What follows belongs to an exercise in optimizing a design on an open flow for small area; a production flow would make more cautious choices.
Function not checked in this run: the RTL went through the layout flow alone.

**design/flow/config.mk**
```make
export PLATFORM = sky130hd
export DESIGN_NAME = cpu
export DESIGN_NICKNAME = cpu
export VERILOG_FILES = /design/flow/design.v
export SDC_FILE = /design/flow/constraint.sdc
export NUM_CORES = 4
export LEC_CHECK = 0
export CAP_MARGIN = 20
export CORE_MARGIN = 2
export CORE_UTILIZATION = 40
export SLEW_MARGIN = 20
```
**design/flow/design.v**
```verilog
module register (
    input wire [15:0] d,
    output reg [15:0] q,
    input wire clk, ie, rst
);
always @(posedge clk, posedge rst) begin
    if (rst)
        q <= 0;
    else if (ie)
        q <= d;
end
endmodule
module alu (
    input wire [15:0] a_in,
    input wire [15:0] b_in,
    output wire [15:0] out,
    input wire [3:0] mode,
    input wire carry_in,
    output reg [4:0] flags
);
reg [16:0] outc;
assign out = outc[15:0];
always @(*) begin
    case (mode) 
        4'b0000: outc <= a_in + b_in + carry_in;  
        4'b0001: outc <= a_in - b_in  - carry_in;  
        4'b0010: outc <= a_in & b_in;  
        4'b0011: outc <= a_in | b_in;  
        4'b0100: outc <= a_in ^ b_in;  
        4'b0101: outc <= a_in << b_in;  
        4'b0110: outc <= a_in >> b_in;  
        4'b0111: outc <= a_in * b_in;  
        4'b1000: outc <= (b_in == 16'b0) ? 17'h0FFFF : a_in / b_in;  
        4'b1001: outc <= a_in;  
        default: outc <= b_in;  
    endcase
    flags[0] <= ~(|outc[15:0]);  
    flags[1] <= (~(|mode[3:1])) & outc[16];  
    flags[2] <= outc[15];  
    flags[3] <= (((a_in[15]^b_in[15])^(~mode[0]))&((b_in[15]^outc[15])^mode[0]));  
    flags[4] <= ^outc[15:0];  
end
endmodule
module pc (
    input wire [15:0] in,
    output reg [15:0] out,
    input wire clk, inc, ie, irq, rst,
    output reg [15:0] saved_pc
);
wire [15:0] inmux;
always @(posedge clk, posedge rst) begin
    if(rst) begin
        out = 16'b0;
        saved_pc = 16'b0;
    end else begin
        if (ie)
            out = in;
        if (inc)
            out = out + 16'b1;
        if (irq & (ie | inc)) begin
            saved_pc = out;
            out = 16'b1;
        end
    end
end
endmodule
module decoder (
    input wire [15:0] instr,
    output reg pc_inc, pc_ie, reg_in_mux_ctl, alu_r_mux_ctl, alu_cin, ram_write, ram_read, alu_flags_ie, reg_sr_in, sr_ie, sr_pc_over, ram_read_done, pc_sr_ie, irq_instr,
    output reg [3:0] alu_mode, reg_l_ctl, reg_r_ctl,
    output reg [7:0] gp_reg_ie,
    input wire mem_busy, mem_ready,
    input wire [4:0] flags
);
wire [6:0] opcode = instr[6:0];
wire [2:0] tg_reg = instr[9:7];
wire [2:0] fo_reg = instr[12:10];
wire [2:0] so_reg = instr[15:13];
reg jmp_en;
always @(*) begin
    pc_inc <= 1;
    {pc_ie, reg_in_mux_ctl, alu_r_mux_ctl, alu_cin, alu_mode, reg_l_ctl, reg_r_ctl, gp_reg_ie, ram_write, ram_read, alu_flags_ie, reg_sr_in, sr_ie, sr_pc_over, pc_sr_ie, irq_instr} <= 0;
    ram_read_done <= 0;
    case (opcode)
        7'b0000001: begin  
            alu_mode            <= 4'b1001;
            gp_reg_ie[tg_reg]   <= 1'b1;
            reg_l_ctl           <= fo_reg;
        end
        7'b0000010: begin  
            if(mem_busy) begin
                pc_inc          <= 1'b0;
					 alu_mode        <= 4'b1010; 
                alu_r_mux_ctl   <= 1'b1;
            end else if (mem_ready) begin
                alu_mode        <= 4'b1010;
                alu_r_mux_ctl   <= 1'b1;
                reg_in_mux_ctl  <= 1'b1;
                gp_reg_ie[tg_reg]<= 1'b1;
                ram_read_done   <= 1'b1;
            end else begin
                alu_mode        <= 4'b1010;
                alu_r_mux_ctl   <= 1'b1;
                reg_in_mux_ctl  <= 1'b1;
                ram_read        <= 1'b1;
                pc_inc          <= 1'b0;
            end
        end
        7'b0000011: begin  
            if(mem_busy) begin
                pc_inc          <= 1'b0;
					 alu_mode        <= 4'b0000;
                reg_l_ctl       <= fo_reg;
                alu_r_mux_ctl   <= 1'b1;
            end else if (mem_ready) begin
                alu_mode        <= 4'b0000;
                reg_l_ctl       <= fo_reg;
                alu_r_mux_ctl   <= 1'b1;
                reg_in_mux_ctl  <= 1'b1;
                gp_reg_ie[tg_reg]<= 1'b1;
                ram_read_done   <= 1'b1;
            end else begin    
                alu_mode        <= 4'b0000;
                reg_l_ctl       <= fo_reg;
                alu_r_mux_ctl   <= 1'b1;
                reg_in_mux_ctl  <= 1'b1;
                ram_read        <= 1'b1;
                pc_inc          <= 1'b0;
            end
        end
        7'b0000100: begin  
            alu_mode            <= 4'b1010;
            alu_r_mux_ctl       <= 1'b1;
            gp_reg_ie[tg_reg]   <= 1'b1;
        end
        7'b0000101: begin  
            if(mem_busy) begin
                pc_inc          <= 1'b0;
					 alu_mode        <= 4'b1010;
                alu_r_mux_ctl   <= 1'b1;
                reg_r_ctl       <= fo_reg;
            end else begin
                alu_mode        <= 4'b1010;
                alu_r_mux_ctl   <= 1'b1;
                reg_r_ctl       <= fo_reg;
                ram_write       <= 1'b1;
            end
        end
        7'b0000110: begin  
            if(mem_busy) begin
                pc_inc          <= 1'b0;
                alu_r_mux_ctl   <= 1'b1;
                reg_l_ctl       <= so_reg;
                alu_mode        <= 4'b0000;
                reg_r_ctl       <= fo_reg;
            end else begin
                alu_mode        <= 4'b0000;
                alu_r_mux_ctl   <= 1'b1;
                reg_r_ctl       <= fo_reg;
                reg_l_ctl       <= so_reg;
                ram_write       <= 1'b1;           
            end
        end
        7'b0000111: begin  
            alu_mode            <= 4'b0000;
            reg_l_ctl           <= fo_reg;
            reg_r_ctl           <= so_reg;
            gp_reg_ie[tg_reg]   <= 1'b1;
            alu_flags_ie        <= 1'b1;
        end
        7'b0001000: begin  
            alu_mode            <= 4'b0000;
            reg_l_ctl           <= fo_reg;
            alu_r_mux_ctl       <= 1'b1;
            gp_reg_ie[tg_reg]   <= 1'b1;
            alu_flags_ie        <= 1'b1;
        end
        7'b0001001: begin  
            alu_mode            <= 4'b0000;
            reg_l_ctl           <= fo_reg;
            reg_r_ctl           <= so_reg;
            alu_cin             <= flags[1];
            gp_reg_ie[tg_reg]   <= 1'b1;
            alu_flags_ie        <= 1'b1;
        end
        7'b0001010: begin  
            alu_mode            <= 4'b0001;
            reg_l_ctl           <= fo_reg;
            reg_r_ctl           <= so_reg;
            gp_reg_ie[tg_reg]   <= 1'b1;
            alu_flags_ie        <= 1'b1;
        end
        7'b0001011: begin  
            alu_mode            <= 4'b0001;
            reg_l_ctl           <= fo_reg;
            reg_r_ctl           <= so_reg;
            alu_cin             <= flags[1];
            gp_reg_ie[tg_reg]   <= 1'b1;
            alu_flags_ie        <= 1'b1;
        end
        7'b0001100: begin  
            alu_mode            <= 4'b0001;
            reg_l_ctl           <= fo_reg;
            reg_r_ctl           <= so_reg;
            alu_flags_ie        <= 1'b1;
        end
        7'b0001101: begin  
            alu_mode            <= 4'b0001;
            alu_r_mux_ctl       <= 1'b1;
            reg_l_ctl           <= fo_reg;
            alu_flags_ie        <= 1'b1;
        end
        7'b0001110: begin  
            alu_mode            <= 4'b1010;
            alu_r_mux_ctl       <= 1'b1;
            pc_ie               <= jmp_en;
            pc_inc              <= ~jmp_en;
        end
        7'b0001111: begin  
            alu_mode            <= 4'b1010;
            alu_r_mux_ctl       <= 1'b1;
            pc_ie               <= 1'b1;
            pc_inc              <= 1'b0;
            reg_sr_in           <= 1'b1;
            gp_reg_ie[tg_reg]   <= 1'b1;
            sr_pc_over          <= 1'b1;
        end
        7'b0010000: begin  
            reg_sr_in           <= 1'b1;
            gp_reg_ie[tg_reg]   <= 1'b1;
        end
        7'b0010001: begin  
            alu_mode            <= 4'b1010;
            reg_r_ctl           <= fo_reg;
            sr_ie               <= 1'b1;
        end
        7'b0010010: begin  
            pc_inc              <= 1'b1;
            irq_instr           <= 1'b1;
        end
        7'b0010011: begin  
            alu_mode            <= 4'b0010;
            reg_l_ctl           <= fo_reg;
            reg_r_ctl           <= so_reg;
            gp_reg_ie[tg_reg]   <= 1'b1;
            alu_flags_ie        <= 1'b1;
        end
        7'b0010100: begin  
            alu_mode            <= 4'b0011;
            reg_l_ctl           <= fo_reg;
            reg_r_ctl           <= so_reg;
            gp_reg_ie[tg_reg]   <= 1'b1;
            alu_flags_ie        <= 1'b1;
        end
        7'b0010101: begin  
            alu_mode            <= 4'b0100;
            reg_l_ctl           <= fo_reg;
            reg_r_ctl           <= so_reg;
            gp_reg_ie[tg_reg]   <= 1'b1;
            alu_flags_ie        <= 1'b1;
        end
        7'b0010110: begin  
            alu_mode            <= 4'b0010;
            reg_l_ctl           <= fo_reg;
            alu_r_mux_ctl       <= 1'b1;
            gp_reg_ie[tg_reg]   <= 1'b1;
            alu_flags_ie        <= 1'b1;
        end
        7'b0010111: begin  
            alu_mode            <= 4'b0011;
            reg_l_ctl           <= fo_reg;
            alu_r_mux_ctl       <= 1'b1;
            gp_reg_ie[tg_reg]   <= 1'b1;
            alu_flags_ie        <= 1'b1;
        end
        7'b0011000: begin  
            alu_mode            <= 4'b0100;
            reg_l_ctl           <= fo_reg;
            alu_r_mux_ctl       <= 1'b1;
            gp_reg_ie[tg_reg]   <= 1'b1;
            alu_flags_ie        <= 1'b1;
        end
        7'b0011001: begin  
            alu_mode            <= 4'b0101;
            reg_l_ctl           <= fo_reg;
            reg_r_ctl           <= so_reg;
            gp_reg_ie[tg_reg]   <= 1'b1;
            alu_flags_ie        <= 1'b1;
        end
        7'b0011010: begin  
            alu_mode            <= 4'b0110;
            reg_l_ctl           <= fo_reg;
            reg_r_ctl           <= so_reg;
            gp_reg_ie[tg_reg]   <= 1'b1;
            alu_flags_ie        <= 1'b1;
        end
        7'b0011011: begin  
            alu_mode            <= 4'b0010;
            reg_l_ctl           <= fo_reg;
            alu_r_mux_ctl       <= 1'b1;
            alu_flags_ie        <= 1'b1;
        end
        7'b0011100: begin  
            alu_mode            <= 4'b0111;
            reg_l_ctl           <= fo_reg;
            reg_r_ctl           <= so_reg;
            gp_reg_ie[tg_reg]   <= 1'b1;
            alu_flags_ie        <= 1'b1;
        end
        7'b0011101: begin  
            alu_mode            <= 4'b1000;
            reg_l_ctl           <= fo_reg;
            reg_r_ctl           <= so_reg;
            gp_reg_ie[tg_reg]   <= 1'b1;
            alu_flags_ie        <= 1'b1;
        end
        7'b0011110: begin  
            pc_sr_ie            <= 1'b1;
            pc_ie               <= 1'b1;
            pc_inc              <= 1'b0;
        end
        default:   
            pc_inc              <= 1'b1;
    endcase
end
always @(*) begin
        case (instr[10:7])
        4'b0001:  
            jmp_en <= flags[1];
        4'b0010:  
            jmp_en <= flags[0];
        4'b0011:  
            jmp_en <= flags[2];
        4'b0100:  
            jmp_en <= ~(flags[2] | flags[0]);
        4'b0101:  
            jmp_en <= flags[0] | flags[2];
        4'b0110:  
            jmp_en <= ~flags[2];
        4'b0111:  
            jmp_en <= ~flags[0];
        4'b1000: jmp_en <= flags[3];
        4'b1001: jmp_en <= flags[3];
        default:  
            jmp_en <= 1; 
    endcase
end
endmodule
module fetch(
    input wire clk,
    input wire [15:0] pc_in,
    input wire [31:0] ram_data,
    input wire ram_busy, ram_cack, ram_data_ready,
    output reg ram_read,
    output reg [31:0] instr_out,
    output reg [15:0] ram_addr,
    output reg ram_addr_ovr,
    output reg pc_hold,
    input wire flag_boot_mode,
    input wire rst,
    input wire irq_in, irq_en,
    output reg irq_p,
    input wire [7:0] pc_page_in
);
reg [1:0] state;
reg c_acked;
reg [15:0] prev_pc;
reg [31:0] pref_instr;
reg [7:0] prev_pc_page, saved_pc_page;
reg prev_irq;
wire prefetch_ok = instr_out[6:0] != 7'h02 && instr_out[6:0] != 7'h03 && instr_out[6:0] != 7'h05 && instr_out[6:0] != 7'h06;
wire prefetch_ok_ramd = ram_data[6:0] != 7'h02 && ram_data[6:0] != 7'h03 && ram_data[6:0] != 7'h05 && ram_data[6:0] != 7'h06;
wire prefetch_ok_pref = pref_instr[6:0] != 7'h02 && pref_instr[6:0] != 7'h03 && pref_instr[6:0] != 7'h05 && pref_instr[6:0] != 7'h06;
always @(negedge clk, posedge rst) begin
    if(rst) begin
        ram_read <= 1'b0;
        instr_out <= 31'b0;
        ram_addr <= 16'b0;
        ram_addr_ovr <= 1'b0;
        pc_hold <= 1'b0;
        state <= 2'b0;
        prev_pc <= 16'hFFFF;
        c_acked <= 1'b0;
        irq_p <= 1'b0;
        prev_irq <= 1'b0;
        prev_pc_page <= 8'b0;
        saved_pc_page <= 8'b0;
    end else begin
        if(~flag_boot_mode) begin
            if(pc_in != prev_pc || pc_page_in != prev_pc_page) begin
                pc_hold <= 1'b1;
                instr_out <= 32'b0;  
            end
            case(state)
                2'b0: begin   
                    if((pc_in != prev_pc || pc_page_in != prev_pc_page || pc_hold) && ~ram_busy) begin  
                        ram_read <= 1'b1;
                        ram_addr_ovr <= 1'b1;
                        ram_addr <= pc_in;  
                        state <= 2'b1;  
                        saved_pc_page <= pc_page_in;
                    end else if(prefetch_ok) begin  
                        ram_read <= 1'b1;
                        ram_addr_ovr <= 1'b1;
                        state <= 2'b10;
                        ram_addr <= pc_in+16'b1;
                        saved_pc_page <= pc_page_in;
                    end
                end
                2'b1: begin  
                    if(~ram_cack && ~c_acked) begin  
                        ram_read <= 1'b1;
                        ram_addr_ovr <= 1'b1;
                    end else begin
                        ram_read <= 1'b0;
                        c_acked <= 1'b1;
                        if(ram_data_ready) begin  
                            ram_read <= 1'b0;
                            c_acked <= 1'b0;
                            pc_hold <= 1'b0;
                            instr_out <= ram_data;  
                            if(prefetch_ok_ramd) begin   
                                ram_read <= 1'b1;
                                ram_addr_ovr <= 1'b1;
                                state <= 2'b10;
                                ram_addr <= pc_in+16'b1;
                                saved_pc_page <= pc_page_in;
                            end else begin  
                                ram_addr_ovr <= 1'b0;
                                state <= 2'b0;
                            end
                        end else begin  
                            ram_addr_ovr <= 1'b1;
                        end
                    end
                end
                2'b10: begin  
                    if(~ram_cack && ~c_acked) begin  
                        ram_read <= 1'b1;
                        ram_addr_ovr <= 1'b1;
                        ram_read <= 1'b1;
                    end else begin
                        ram_read <= 1'b0;
                        c_acked <= 1'b1;
                        if(ram_data_ready && (pc_in != prev_pc || pc_hold || pc_page_in != prev_pc_page)) begin  
                            if(pc_in == ram_addr && pc_page_in == saved_pc_page) begin  
                                ram_addr_ovr <= 1'b0;
                                c_acked <= 1'b0;
                                pc_hold <= 1'b0; 
                                instr_out <= ram_data;
                                if(prefetch_ok_ramd) begin   
                                    ram_read <= 1'b1;
                                    ram_addr_ovr <= 1'b1;
                                    state <= 2'b10;
                                    ram_addr <= pc_in+16'b1;
                                    saved_pc_page <= pc_page_in;
                                end else begin  
                                    ram_addr_ovr <= 1'b0;
                                    state <= 2'b0;
                                end
                            end else begin  
                                c_acked <= 1'b0;
                                ram_read <= 1'b1;
                                ram_addr_ovr <= 1'b1;
                                ram_addr <= pc_in;
                                saved_pc_page <= pc_page_in;
                                state <= 2'b1;
                            end
                        end else if(ram_data_ready) begin  
                            c_acked <= 1'b0;
                            pref_instr <= ram_data;
                            state <= 2'b11;
                        end else begin  
                            ram_addr_ovr <= 1'b1;
                        end
                    end
                end
                2'b11: begin  
                    if(pc_in != prev_pc || pc_hold || pc_page_in != prev_pc_page ) begin  
                        if(pc_in == ram_addr && pc_page_in == saved_pc_page) begin  
                            c_acked <= 1'b0;
                            pc_hold <= 1'b0; 
                            instr_out <= pref_instr;
                            if(prefetch_ok_pref) begin   
                                ram_read <= 1'b1;
                                ram_addr_ovr <= 1'b1;
                                state <= 2'b10;
                                ram_addr <= pc_in+16'b1;
                                saved_pc_page <= pc_page_in;
                            end else begin  
                                ram_addr_ovr <= 1'b0;
                                state <= 2'b0;
                            end
                        end else begin  
                            ram_read <= 1'b1;
                            ram_addr_ovr <= 1'b1;
                            ram_addr <= pc_in;
                            saved_pc_page <= pc_page_in;
                            state <= 2'b1;
                        end
                    end
                end
            endcase
        end
        if(irq_in != prev_irq && irq_in == 1'b1 && irq_en)
            irq_p <= 1'b1;
        if(pc_in == 16'b1 && pc_page_in == 8'b0 && irq_p)
            irq_p <= 1'b0;
        prev_pc <= pc_in;
        prev_pc_page <= pc_page_in;
        prev_irq <= irq_in;
    end
end
endmodule
module sregs(
    input wire clk,
    input wire rst,
    input wire sr_ie,
    input wire [15:0] sr_sel, sr_in,
    input wire [6:0] instr_op,
    output reg [15:0] sr_out,
    output wire boot_mode, instr_mem_over,
    input wire irq_in, irq_instr,
    input wire [15:0] pc_in,
    output wire irq_en,
    input wire out_addr_ovr, pc_ie, pc_inc,
    input wire [4:0] alu_flags_in,
    output reg [4:0] alu_flags,
    input wire alu_flags_ie,
    input wire [15:0] saved_pc,
    input wire [15:0] addr_in,
    output reg [19:0] addr_out,
    input wire [15:0] prog_in,
    output reg [19:0] prog_out,
    output reg [7:0] prog_page_out
);
reg [3:0] rt_mode;  
reg [1:0] jtr_mode, jtr_mode_buff;  
reg [15:0] irq_pc;  
reg [3:0] irq_flags;  
reg prev_irq;
reg [15:0] virt_scratch_reg;  
reg [7:0] mem_page [15:0];  
reg [7:0] prog_page [15:0];
integer pi;
always @(posedge clk, posedge rst) begin
    if(rst) begin
        rt_mode <= 4'b0001;
        jtr_mode <= 2'b01; jtr_mode_buff <= 2'b01; 
        prev_irq <= 1'b0; irq_pc <= 16'b0;
        alu_flags <= 5'b0;
        irq_flags <= 4'b0;
        virt_scratch_reg <= 16'b0;
        for (pi = 0; pi < 16; pi = pi + 1) begin
            mem_page[pi] <= 8'b0;
            prog_page[pi] <= 8'b0;
        end
    end else begin
        if(sr_ie) begin
            case(sr_sel)
                16'b1: begin
                    if(rt_mode[0]) begin  
                        rt_mode <= sr_in[3:0];
                    end
                end
                16'b10:
                    jtr_mode_buff <= sr_in[1:0];
                16'b11:
                    irq_pc <= sr_in;
                16'b100:
                    alu_flags <= sr_in[4:0];
                16'b110:
                    virt_scratch_reg <= sr_in;
                default: begin end
            endcase
            if(sr_sel >= 16'b10000 && sr_sel <= 16'b11111 && rt_mode[0]) begin
                mem_page[sr_sel-16'b10000] <= sr_in[7:0];
            end
            if(sr_sel >= 16'b100000 && sr_sel <= 16'b101111 && rt_mode[0]) begin
                prog_page[sr_sel-16'b100000] <= sr_in[7:0];
            end
        end
        if ((instr_op == 7'b0001110 || instr_op == 7'b0001111 || instr_op == 7'b0011110 || (instr_op == 7'b0010001 && sr_sel == 16'b0)) && (pc_ie|pc_inc)) begin
            jtr_mode <= jtr_mode_buff;
        end
        if(out_addr_ovr) begin
            rt_mode[2] <= 1'b1;
        end
        if(irq_in & rt_mode[2] & (pc_ie|pc_inc)) begin
            irq_flags[3:0] <= {irq_instr, rt_mode[0], jtr_mode[1], rt_mode[3]};
            rt_mode[0] <= 1'b1;  
            rt_mode[3] <= 1'b0;
            jtr_mode[1] <= 1'b0;
            jtr_mode_buff[1] <= 1'b0;  
            rt_mode[2] <= 1'b0;
        end
        if(alu_flags_ie)
            alu_flags <= alu_flags_in;
        prev_irq <= irq_in;
    end
end
assign boot_mode = jtr_mode[0];
assign instr_mem_over = rt_mode[1];
assign irq_en = rt_mode[2];
always @(*) begin
    if(~out_addr_ovr) begin
        case (sr_sel)
            16'b1: sr_out = rt_mode;
            16'b10: sr_out = jtr_mode;
            16'b11: sr_out = saved_pc;
            16'b100: sr_out = alu_flags;
            16'b101: sr_out = irq_flags;
            16'b110: sr_out = virt_scratch_reg;
            default: sr_out = 16'b0;
        endcase
    end else begin
        sr_out = irq_pc;
    end
    if(~rt_mode[3]) 
        addr_out = {4'b0, addr_in};
    else
        addr_out = {mem_page[addr_in[15:12]], addr_in[11:0]};
    if(~jtr_mode[1])  begin
        prog_out = {4'b0, prog_in};
        prog_page_out = prog_in[15:12];
    end else begin
        prog_out = {prog_page[prog_in[15:12]], prog_in[11:0]};
        prog_page_out = prog_page[prog_in[15:12]];
    end
end
endmodule
module cpu (
    input wire clk, rst,
    output wire [19:0] e_addr_bus,
    output wire [15:0] e_prog_addr, e_data,
    input wire [15:0] e_mem_bus, 
    input wire [31:0] e_instr,
    input wire [31:0] e_sdram_instr,
    input wire e_mem_busy, e_mem_ready, e_mem_cack,
    input wire irq_in,
    output wire ram_read_out, ram_write, ram_instr_access, ram_read_done,
    output wire [7:0] e_reg_leds,
    output wire [3:0] e_pc_leds
);
wire [15:0] reg_l_bus, reg_r_bus;
wire [15:0] alu_bus, mem_bus;
wire [31:0] instr_bus;
wire [15:0] reg_in_mux;
wire [15:0] alu_r_mux;
wire [15:0] spec_reg_out_mod;
wire [4:0] alu_flags_out, alu_flags_f;
wire [7:0] prog_page;
wire [15:0] prog_addr, spec_reg_out, saved_pc;
wire [15:0] fetch_addr;
wire [19:0] alu_bus_paged, fetch_addr_paged;
wire [31:0] fetch_instr_bus;
wire pc_inc, pc_ie, reg_in_mux_ctl, alu_r_mux_ctl, alu_cin, alu_flags_ie, reg_sr_in, sr_ie, sr_pc_over, ram_read, irq_instr;
wire [3:0] alu_mode, reg_l_ctl, reg_r_ctl;
wire [7:0] gp_reg_ie;
wire fetch_ram_read, fetch_wait, fetch_addr_mux, irq_p, irq_en, pc_sr_ie;
wire flag_boot_mode, flag_instr_mem_over;
wire [15:0] gp_reg_out [7:0];
genvar i;
generate
    for (i=0; i<8; i = i+1) begin : gp_regs
        register gp_reg(reg_in_mux, gp_reg_out[i], clk, gp_reg_ie[i], rst);
    end
endgenerate
alu alu(reg_l_bus, alu_r_mux, alu_bus, alu_mode, alu_cin, alu_flags_f);
pc pc((pc_sr_ie ? spec_reg_out : alu_bus), prog_addr, clk, pc_inc & (~fetch_wait | flag_boot_mode), (pc_ie | (sr_ie & instr_bus[31:16] == 16'b0)) & (~fetch_wait | flag_boot_mode), (irq_p|irq_instr), rst, saved_pc);
decoder decoder(instr_bus[15:0], pc_inc, pc_ie, reg_in_mux_ctl, alu_r_mux_ctl, alu_cin,
    ram_write, ram_read, alu_flags_ie, reg_sr_in, sr_ie, sr_pc_over, ram_read_done, pc_sr_ie, irq_instr, alu_mode, reg_l_ctl, reg_r_ctl, gp_reg_ie,
    e_mem_busy, e_mem_ready, alu_flags_out);
fetch fetch(clk, prog_addr, e_sdram_instr, e_mem_busy, e_mem_cack, e_mem_ready, fetch_ram_read, fetch_instr_bus, fetch_addr, fetch_addr_mux, fetch_wait, flag_boot_mode, rst, irq_in, irq_en, irq_p, prog_page);
sregs sregs(clk, rst, sr_ie, instr_bus[31:16], alu_bus, instr_bus[6:0], spec_reg_out_mod, flag_boot_mode, flag_instr_mem_over, irq_p|irq_instr, irq_instr, prog_addr, irq_en, pc_sr_ie, ((pc_ie | (sr_ie & instr_bus[31:16] == 16'b0)) & (~fetch_wait | flag_boot_mode)), pc_inc & (~fetch_wait | flag_boot_mode),
    alu_flags_f, alu_flags_out, alu_flags_ie, saved_pc, alu_bus, alu_bus_paged, fetch_addr, fetch_addr_paged, prog_page);
assign reg_in_mux = (reg_in_mux_ctl | reg_sr_in ? (reg_sr_in ? spec_reg_out : mem_bus) : alu_bus);
assign alu_r_mux = (alu_r_mux_ctl ? instr_bus[31:16] : reg_r_bus);
assign reg_l_bus = gp_reg_out[reg_l_ctl];
assign reg_r_bus = gp_reg_out[reg_r_ctl];
assign spec_reg_out = (((instr_bus[31:16] == 16'b0 || sr_pc_over) && ~pc_sr_ie) ? prog_addr : spec_reg_out_mod);
assign e_addr_bus = (fetch_addr_mux ?  fetch_addr_paged : alu_bus_paged);
assign instr_bus = (flag_boot_mode ? e_instr : fetch_instr_bus);
assign e_prog_addr = prog_addr;
assign e_data = reg_r_bus;
assign mem_bus = e_mem_bus;
assign e_reg_leds = gp_reg_out[0][7:0];
assign e_pc_leds = prog_addr[3:0];
assign ram_read_out = ram_read | fetch_ram_read;
assign ram_instr_access = fetch_addr_mux | flag_instr_mem_over;
endmodule
```
**design/flow/run.sh**
```bash
#!/bin/bash
# synth_recipe.tcl (not shown) runs the flow's synth.tcl, then flattens the netlist and writes it again
# the make line also repeats each setting of config.mk as NAME=value (left out here)
make -C /OpenROAD-flow-scripts/flow DESIGN_CONFIG=/design/flow/config.mk WORK_HOME=/design/flow/orfs CLKGATE_MAP_FILE= SYNTH_SCRIPT=/design/flow/synth_recipe.tcl finish
```
**design/flow/constraint.sdc**
```tcl
create_clock -name core_clock -period 140.0 [get_ports {clk}]
set_input_delay 28.0000 -clock core_clock [delete_from_list [all_inputs] [get_ports {clk}]]
set_output_delay 28.0000 -clock core_clock [all_outputs]
set_load 0.01 [all_outputs]
```
==> flow_metrics.py <==
metrics = {
    "worst_setup_path": {
        "cp_num_buf_inv": 12,
        "slowest_delay_ps": 520,
        "end_kind": "primary output",
        "slowest_stage": "clkdlybuf4s50_1",
        "crit_family": "compound AO/OA/AOI/OAI gates",
        "path_class": "flip-flop to primary output",
        "crit_fanout": 19,
        "cp.arrival_ps": 109480,
        "cp.required_ps": 112000,
        "reg2reg_from": "fetch.instr_out[0]",
        "worstSetupStartpointType": "flip-flop",
        "critical_path.startpoint": "fetch.instr_out[0]",
        "cp_common_cell": "o21a_1",
    },
    "yosys": {
        "synth_seq_area_share": 0.3085,
        "ys_types": 125,
        "ys.flop_type": "dfrtp_1",
        "synth-edff-count": 32,
        "ys_ff_latch": 585,
        "yosysTopAreaCellShare": 0.2406,
        "synth_area_sq_um": 48060,
        "yosysWarnings": 9,
        "syn_area_per_cell_sq_um": 8.187,
        "synthArstFlopShare": 0.9453,
        "yosysTopAreaCell": "dfrtp_1",
        "synth_nets": 6342,
        "ys_top_cells_by_area": "dfrtp_1, ha_1, nand2_1, o21ai_0, fa_1",
        "syn-instance-count": 5870,
    },
    "place": {
        "dp_hpwl_microns": 149100,
        "gp_congestion": 1.080,
        "post-place-cells": 7447,
        "dpl_cell_area_sq_um": 51660,
        "portBuffers": 153,
        "post-place-ws_ps": -258.0,
    },
    "detailed_routing": {
        "drtPass1Iterations": 10,
        "first_iter_violations": 6086,
        "ant_nets": 0,
        "num_vias": 48242,
        "wirelength_microns": 205900,
        "drc": 0,
        "wl_per_cell_microns": 26.82,
        "vias_per_cell": 6.284,
    },
    "die": {
        "rows": 127,
        "dieArea_sq_um": 122900,
        "ios": 154,
        "core_sq_um": 119500,
        "dieWidth_microns": 350.6,
        "die_y_microns": 350.6,
        "start_util": 0.4022,
    },
    "finish": {
        "postLayoutCoreUtil": 0.4605,
        "drive_above_1_share": 0.1144,
        "mostFrequentLayoutCells": "nand2_1, o21ai_0, dfrtp_1, nor2_1, a21oi_1",
        "final_common_cell": "nand2_1",
        "nets": 6485,
        "area_growth_pct": 14.52,
        "diodes": 0,
        "top_regs": "gp_regs.gp_reg.q x128, sregs.mem_page x128, sregs.prog_page x128",
        "final_area_sq_um": 55030,
        "layout.cells.non_filler": 7677,
    },
    "min_path": {
        "hold_start": "fetch.ram_read",
        "hold_path.class": "flip-flop to flip-flop",
    },
    "clock_tree": {
        "path_clk_slew_ps": 50,
        "cts_inserted_buffers": 68,
        "cts_tree": "yes",
        "cts_hold_buf": 0,
        "clock_path_buffers": 3,
        "cts_root_buffer": "clkbuf_16",
        "htreeDepth": 3,
        "cts_sinks": 585,
        "clk_latency_ps": 680,
    },
    "global_route": {
        "grt_max_degree": 147,
        "grt_pass1_wl_microns": 302500,
        "gr-usage-all-layers": 0.3267,
        "overflow": 0,
        "antenna_found_initial": 3,
        "first_global_vias": 45491,
    },
    "sta": {
        "holdWs_ps": 451.6,
        "setup_viol": 0,
        "slew-limit-headroom": 0.1122,
        "slew_viol_final": 0,
        "finalClockSkew_ps": 84.40,
        "worstMarginPinSlew_ps": 1332,
        "setup_ws_ps": 2516,
        "finalHoldViolCount": 0,
    },
    "status": {
        "status": "timing/DRC/antenna clean",
    },
    "job": {
        "maxCapViolations": 0,
    },
}
## routing by layer
metal | vias up | global-route usage | wire [microns]
met5 | - | 0 | 26
met4 | 4 | 0.1782 | 13380
met3 | 704 | 0.08732 | 22600
met2 | 2688 | 0.4918 | 87560
met1 | 23318 | 0.4256 | 82320
li1 | 21528 | - | -
## cell type report
class / instances / area [sq um]
Fill cell: 11895 / 64460
Clock inverter: 80 / 539.3
Tap cell: 1612 / 2017
Timing Repair Buffer: 416 / 3526
Clock buffer: 90 / 1938
Inverter: 296 / 1124
Sequential cell: 585 / 14830
Multi-Input combinational cell: 4598 / 31060
## worst min-delay path: stages (launching register included)
cell and delay [ps]:
dfrtn_1 420, nand2_1 50, o21ai_0 60
## final timing paths
kind | end | slack (ps) | depth (start not counted)
worst max-delay path | e_addr_bus[0] | 2520 | 190
worst max register to register | sregs.alu_flags[4] | 30070 | 194
worst min-delay path | fetch.ram_read | 450 | 2
min in group asynchronous | pc.out[4] | 28100 | 2
worst min register to register | fetch.ram_read | 450 | 2
max in group asynchronous | fetch.instr_out[22] | 40720 | 3
## synth_stat cells, types with 73 or more instances
cell / instances
a21oi_1: 341
a22oi_1: 79
clkbuf_1: 288
dfrtp_1: 462
fa_1: 98
ha_1: 288
inv_1: 280
mux2_2: 78
mux2i_1: 73
nand2_1: 890
nand3_1: 146
nor2_1: 448
nor3_1: 130
o21a_1: 96
o21ai_0: 582
xor2_1: 84
## logic make-up after synthesis
family                   after synthesis  synth area share
AND/OR/NAND/NOR                     1990            0.1864
AO/OA/AOI/OAI                       1908            0.2666
buffers and inverters                689           0.05803
flip-flops                           585            0.3085
adder cells (fa/ha/maj)              386            0.1158
multiplexers                         160           0.03705
XOR/XNOR                             151           0.02752
other                                  1        0.00007803
## metrics by stage
stage / setup TNS [ps]
floorplan: 0
global placement: 0
detailed placement: -258.0
CTS: 0
global route: -130.3
finish: 0
## repair_timing
action / CTS / global route
gates cloned: 0 / 2
setup endpoints to repair: 1 / 2
hold endpoints to repair: 0 / 0
resized for setup: 12 / 83
buffers inserted: 2 / 55
pin swaps: 1 / 16
